From an optimization exercise on the open Yosys and OpenROAD flow, aimed at small area and a short achievable clock period; shortcuts taken in it are not production practice.
Function was checked by simulation only, so behaviour that the tests miss may differ from the original.

before:
==> flow/design.v (excerpt) <==
module DSP(
input clk,
input rst,
input [15:0] dout,
output G2,
output [15:0] o
    );
export LEC_CHECK = 0
export CAP_MARGIN = 20
export CORE_MARGIN = 2
export CORE_UTILIZATION = 40
export SLEW_MARGIN = 20
create_clock -name core_clock -period 16.0 [get_ports {clk}]
standard.sh (not shown) runs the stock make flow with config.mk's settings and CLKGATE_MAP_FILE= SYNTH_SCRIPT=/design/flow/synth_recipe.tcl, a recipe that flattens the netlist after the stock synthesis.
==> flow/flow/run.sh <==
#!/bin/bash
# Standard layout (bash standard.sh: the standard flow's own synthesis and ORFS steps), with
# three changes:
# - the port buffers are buf_2 cells instead of the default choice
#   (clkdlybuf4s50_1, a delay cell); every port is still buffered;
# - timing repair aims for 11.8 ns of setup slack at the design's clock period,
#   so the resizer speeds up the critical paths instead of stopping once the
#   16 ns period is met;
# - clock tree synthesis uses a sky130_fd_sc_hd__clkbuf_16 root buffer, sky130_fd_sc_hd__clkbuf_8 buffers below it,
#   and inserts no dummy loads.
# The full output of the layout goes to standard.log.
set -euo pipefail
export BUFFER_PORTS_ARGS="-buffer_cell sky130_fd_sc_hd__buf_2"
export SETUP_SLACK_MARGIN=11.8
export CTS_ARGS="-sink_clustering_enable -repair_clock_nets -root_buf sky130_fd_sc_hd__clkbuf_16 -buf_list {sky130_fd_sc_hd__clkbuf_8} -dont_use_dummy_load"
bash standard.sh > standard.log 2>&1
before | stages: all done | timing, DRC, antenna: all pass
#### Input delta (after over before)
Settings: CORE_UTILIZATION: 40 -> 50.
diff --git a/flow/flow/run.sh b/flow/flow/run.sh
--- a/flow/flow/run.sh
+++ b/flow/flow/run.sh
@@ -5,3 +5,3 @@
 #   (clkdlybuf4s50_1, a delay cell); every port is still buffered;
-# - timing repair aims for 11.8 ns of setup slack at the design's clock period,
+# - timing repair aims for 11.9 ns of setup slack at the design's clock period,
 #   so the resizer speeds up the critical paths instead of stopping once the
@@ -13,3 +13,3 @@
 export BUFFER_PORTS_ARGS="-buffer_cell sky130_fd_sc_hd__buf_2"
-export SETUP_SLACK_MARGIN=11.8
+export SETUP_SLACK_MARGIN=11.9
 export CTS_ARGS="-sink_clustering_enable -repair_clock_nets -root_buf sky130_fd_sc_hd__clkbuf_16 -buf_list {sky130_fd_sc_hd__clkbuf_8} -dont_use_dummy_load"
When after is measured against before, its utilization turns out 11 points higher. For the met2 routing resource usage after global routing, after came in 3.6 points higher than before did. Comparing after and before, the higher final worst setup slack is on after. after -> before: number of buffers on the longest clock path delta 0, exact match. The start point of the critical path comes out dout[8] in one run and sb[5] in the other, namely in after and before respectively. after closes out successfully: all stages finished, all timing, DRC and antenna checks passed. Per the comparison of after with before, area used by sequential logic in the layout about even, count of buffering cells on the critical path with inverters included -1, total wirelength of the detailed-routed design saw a decrease, number of buffers added to fix hold violations after cts about even.

* * *

Setup of job 439:
DSP, a different RTL version from the one above (not shown whole).
Size in the first run: about 520 cells after synthesis, about 35 I/O pins, about 6000 um2 of cells after synthesis.
Design DSP, start of the top module:
module DSP(
input clk,
input rst,
input [15:0] dout,
output G2,
output [15:0] o
    );
reg [15:0] d0, d1, d2, d3, d4, d5, d6, d7;  
reg [18:0] sb;                              
reg [2:0]  co;                               
reg [3:0]  c;                               
reg [9:0]  q;                               
wire        old_ok = c[3];                  
wire [15:0] nd7    = ~(d7 & {16{old_ok}});    
wire [15:0] y;
wire rc1;
wire [5:0] ri1;
wire rc2;
wire [3:0] ri2;
wire rc3;
wire [2:0] rit;
wire [18:0] r;
wire ap_g0;
wire ap_p0;
wire ap_g1;
wire ap_p1;
wire ap_g2;
wire ap_p2;
wire ap_g3;
wire ap_p3;
wire ap_g4;
wire ap_p4;
wire ap_g5;
wire ap_p5;
wire ap_g6;
wire ap_p6;
wire ap_g7;
wire ap_p7;
wire ap_g8;
wire ap_p8;
wire ap_g9;
wire ap_p9;
wire ap_g10;
wire ap_p10;
wire ap_g11;
wire ap_p11;
wire ap_g12;
wire ap_p12;
wire ap_g13;
wire ap_p13;
wire ap_g14;
wire ap_p14;
wire ap_g15;
wire ap_p15;
wire ap_g16;
wire ap_p16;
wire ap_g17;
wire ap_p17;
wire ap_g18;
wire ap_p18;
wire ap_g0c;
wire ap_G1;
wire ap_G2;
wire ap_P2;
wire ap_G3;
wire ap_P3;
wire ap_G4;
wire ap_P4;
wire ap_G5;
wire ap_P5;
wire ap_G6;
wire ap_P6;
wire ap_G7;
wire ap_P7;
wire ap_G8;
wire ap_P8;
wire ap_G9;
wire ap_P9;
wire ap_G10;
wire ap_G11;
wire ap_G12;
wire ap_P12;
wire ap_G13;
wire ap_P13;
wire ap_G14;
wire ap_P14;
wire ap_G15;
wire ap_P15;
wire ap_G16;
wire ap_P16;
wire ap_G17;
wire ap_P17;
wire ap_G18;
wire ap_P18;
wire ap_G19;
wire ap_G20;
wire ap_G21;
wire ap_G22;
wire ap_G23;
wire ap_P23;
wire ap_G24;
wire ap_P24;
wire ap_G25;
wire ap_P25;
wire ap_G26;
wire ap_P26;
wire ap_G27;
wire ap_G28;
wire ap_G29;
wire ap_G30;
wire ap_G31;
wire ap_G32;
wire ap_G33;
wire ap_G34;
wire ap_G35;
wire ap_G36;
wire ap_G37;
wire ap_s0;
wire ap_s1;
wire ap_s2;
wire ap_s3;
wire ap_s4;
wire ap_s5;
wire ap_s6;
wire ap_s7;
wire ap_s8;
wire ap_s9;
wire ap_s10;
wire ap_s11;
wire ap_s12;
wire ap_s13;
wire ap_s14;
  ...
Settings: LEC_CHECK=0, CAP_MARGIN=20, CORE_MARGIN=2, CORE_UTILIZATION=60, CTS_BUF_LIST=sky130_fd_sc_hd__clkbuf_4 sky130_fd_sc_hd__clkbuf_8, SLEW_MARGIN=20; clock period 16.0 ns.
==> flow/flow/run.sh <==
#!/bin/bash
# Standard layout (bash standard.sh: the standard flow's own synthesis and ORFS steps), with
# two changes:
# - the port buffers are buf_2 cells instead of the default choice
#   (clkdlybuf4s50_1, a delay cell); every port is still buffered;
# - timing repair aims for 11.7 ns of setup slack at the design's clock period,
#   so the resizer speeds up the critical paths instead of stopping once the
#   16 ns period is met;
# - clock tree synthesis inserts no dummy loads.
# The full output of the layout goes to standard.log.
set -euo pipefail
export BUFFER_PORTS_ARGS="-buffer_cell sky130_fd_sc_hd__buf_2"
export SETUP_SLACK_MARGIN=11.7
export CTS_ARGS="-sink_clustering_enable -repair_clock_nets -buf_list {sky130_fd_sc_hd__clkbuf_4 sky130_fd_sc_hd__clkbuf_8} -dont_use_dummy_load"
bash standard.sh > standard.log 2>&1
The following lists how job 2352 was set up differently from job 439:
==> flow/flow/run.sh <==
#!/bin/bash
# Standard layout (bash standard.sh: the standard flow's own synthesis and ORFS steps), with
# three changes:
# - the port buffers are buf_2 cells instead of the default choice
#   (clkdlybuf4s50_1, a delay cell); every port is still buffered;
# - timing repair aims for 11.8 ns of setup slack at the design's clock period,
#   so the resizer speeds up the critical paths instead of stopping once the
#   16 ns period is met;
# - clock tree synthesis uses a sky130_fd_sc_hd__clkbuf_16 root buffer, sky130_fd_sc_hd__clkbuf_8 buffers below it,
#   and inserts no dummy loads.
# The full output of the layout goes to standard.log.
set -euo pipefail
export BUFFER_PORTS_ARGS="-buffer_cell sky130_fd_sc_hd__buf_2"
export SETUP_SLACK_MARGIN=11.8
export CTS_ARGS="-sink_clustering_enable -repair_clock_nets -root_buf sky130_fd_sc_hd__clkbuf_16 -buf_list {sky130_fd_sc_hd__clkbuf_8} -dont_use_dummy_load"
bash standard.sh > standard.log 2>&1
diff --git a/flow/config.mk b/flow/config.mk
--- a/flow/config.mk
+++ b/flow/config.mk
@@ -9,4 +9,3 @@
 export CORE_MARGIN = 2
-export CORE_UTILIZATION = 60
-export CTS_BUF_LIST = sky130_fd_sc_hd__clkbuf_4 sky130_fd_sc_hd__clkbuf_8
+export CORE_UTILIZATION = 40
 export SLEW_MARGIN = 20
Job 2352 against job 439: routed wire length on met3 went up 14%, sequential cell area share went down 0.94 points, area growth from synthesis to final layout went up 2.2 points. Across both runs, starting density of the core was lower for job 2352 than for job 439. Comparing job 2352 with job 439, the final cycle utilization of the critical path came out essentially unchanged. As far as number of vias after detailed routing is concerned, job 2352 and job 439 perform about the same. Per the comparison of job 2352 with job 439, cell count of the worst reg-to-reg path increased 2, initial antenna violation count essentially unchanged, global-route usage decreased 6.2 points, utilization decreased 22 points.
Relative to job 2352, the following input files were edited for job 4134:
==> flow/flow/run.sh <==
#!/bin/bash
# Standard layout (bash standard.sh: the standard flow's own synthesis and ORFS steps), with
# two changes:
# - the port buffers are buf_2 cells instead of the default choice
#   (clkdlybuf4s50_1, a delay cell); every port is still buffered;
# - timing repair aims for 11.7 ns of setup slack at the design's clock period,
#   so the resizer speeds up the critical paths instead of stopping once the
#   16 ns period is met.
# The full output of the layout goes to standard.log.
set -euo pipefail
export BUFFER_PORTS_ARGS="-buffer_cell sky130_fd_sc_hd__buf_2"
export SETUP_SLACK_MARGIN=11.7
bash standard.sh > standard.log 2>&1
diff --git a/flow/config.mk b/flow/config.mk
--- a/flow/config.mk
+++ b/flow/config.mk
@@ -10,2 +10,3 @@
 export CORE_UTILIZATION = 40
+export CTS_BUF_LIST = sky130_fd_sc_hd__clkbuf_4 sky130_fd_sc_hd__clkbuf_8
 export SLEW_MARGIN = 20
Notes after the runs:
- Taking job 2352 as the reference, in job 4134 utilization now larger.
- Job 4134 ended with less amount of wire on met2 after detailed routing than job 2352.
- Job 4134 against job 2352: area growth from synthesis to final layout increased by 0.66 points relative to the old numbers; via count increased by about 0.7% relative to the old numbers.

## static timing again, ports no longer ideal
In the flow no input, the clock included, has a driving cell. The finished layouts below were timed again as built, in two steps. Step 1 assumes that a clkbuf_16 drives the clock port and a buf_2 every other input. Step 2 moves the port delays by t, midway between the first and last clock arrival at a register: inputs arrive t later, outputs are due t later. That takes back most of the time a late clock gives input paths. Slacks: no drivers / after step 1 / after step 2; pairs: no drivers / after step 1.
| run | t (ns) | setup slack, ns | worst register clock-pin slew, ns | worst data-port slew with drivers (ns) |
|---|---|---|---|---|
| before | 0.400 | 11.968 / 11.968 / 11.588 | 0.08 / 0.08 | 0.03 |
| after | 0.398 | 11.974 / 11.975 / 11.599 | 0.08 / 0.08 | 0.03 |
| job 439 | 0.465 | 11.781 / 11.792 / 11.328 | 0.08 / 0.08 | 0.03 |
| job 2352 | 0.398 | 11.802 / 11.802 / 11.404 | 0.08 / 0.08 | 0.05 |
| job 4134 | 0.477 | 11.815 / 11.831 / 11.354 | 0.08 / 0.08 | 0.03 |
After both steps setup and hold are still met in every run listed. The setup slack of job 4134, which loses most, moves by +0.016 ns with the drivers and by -0.461 ns with both steps.
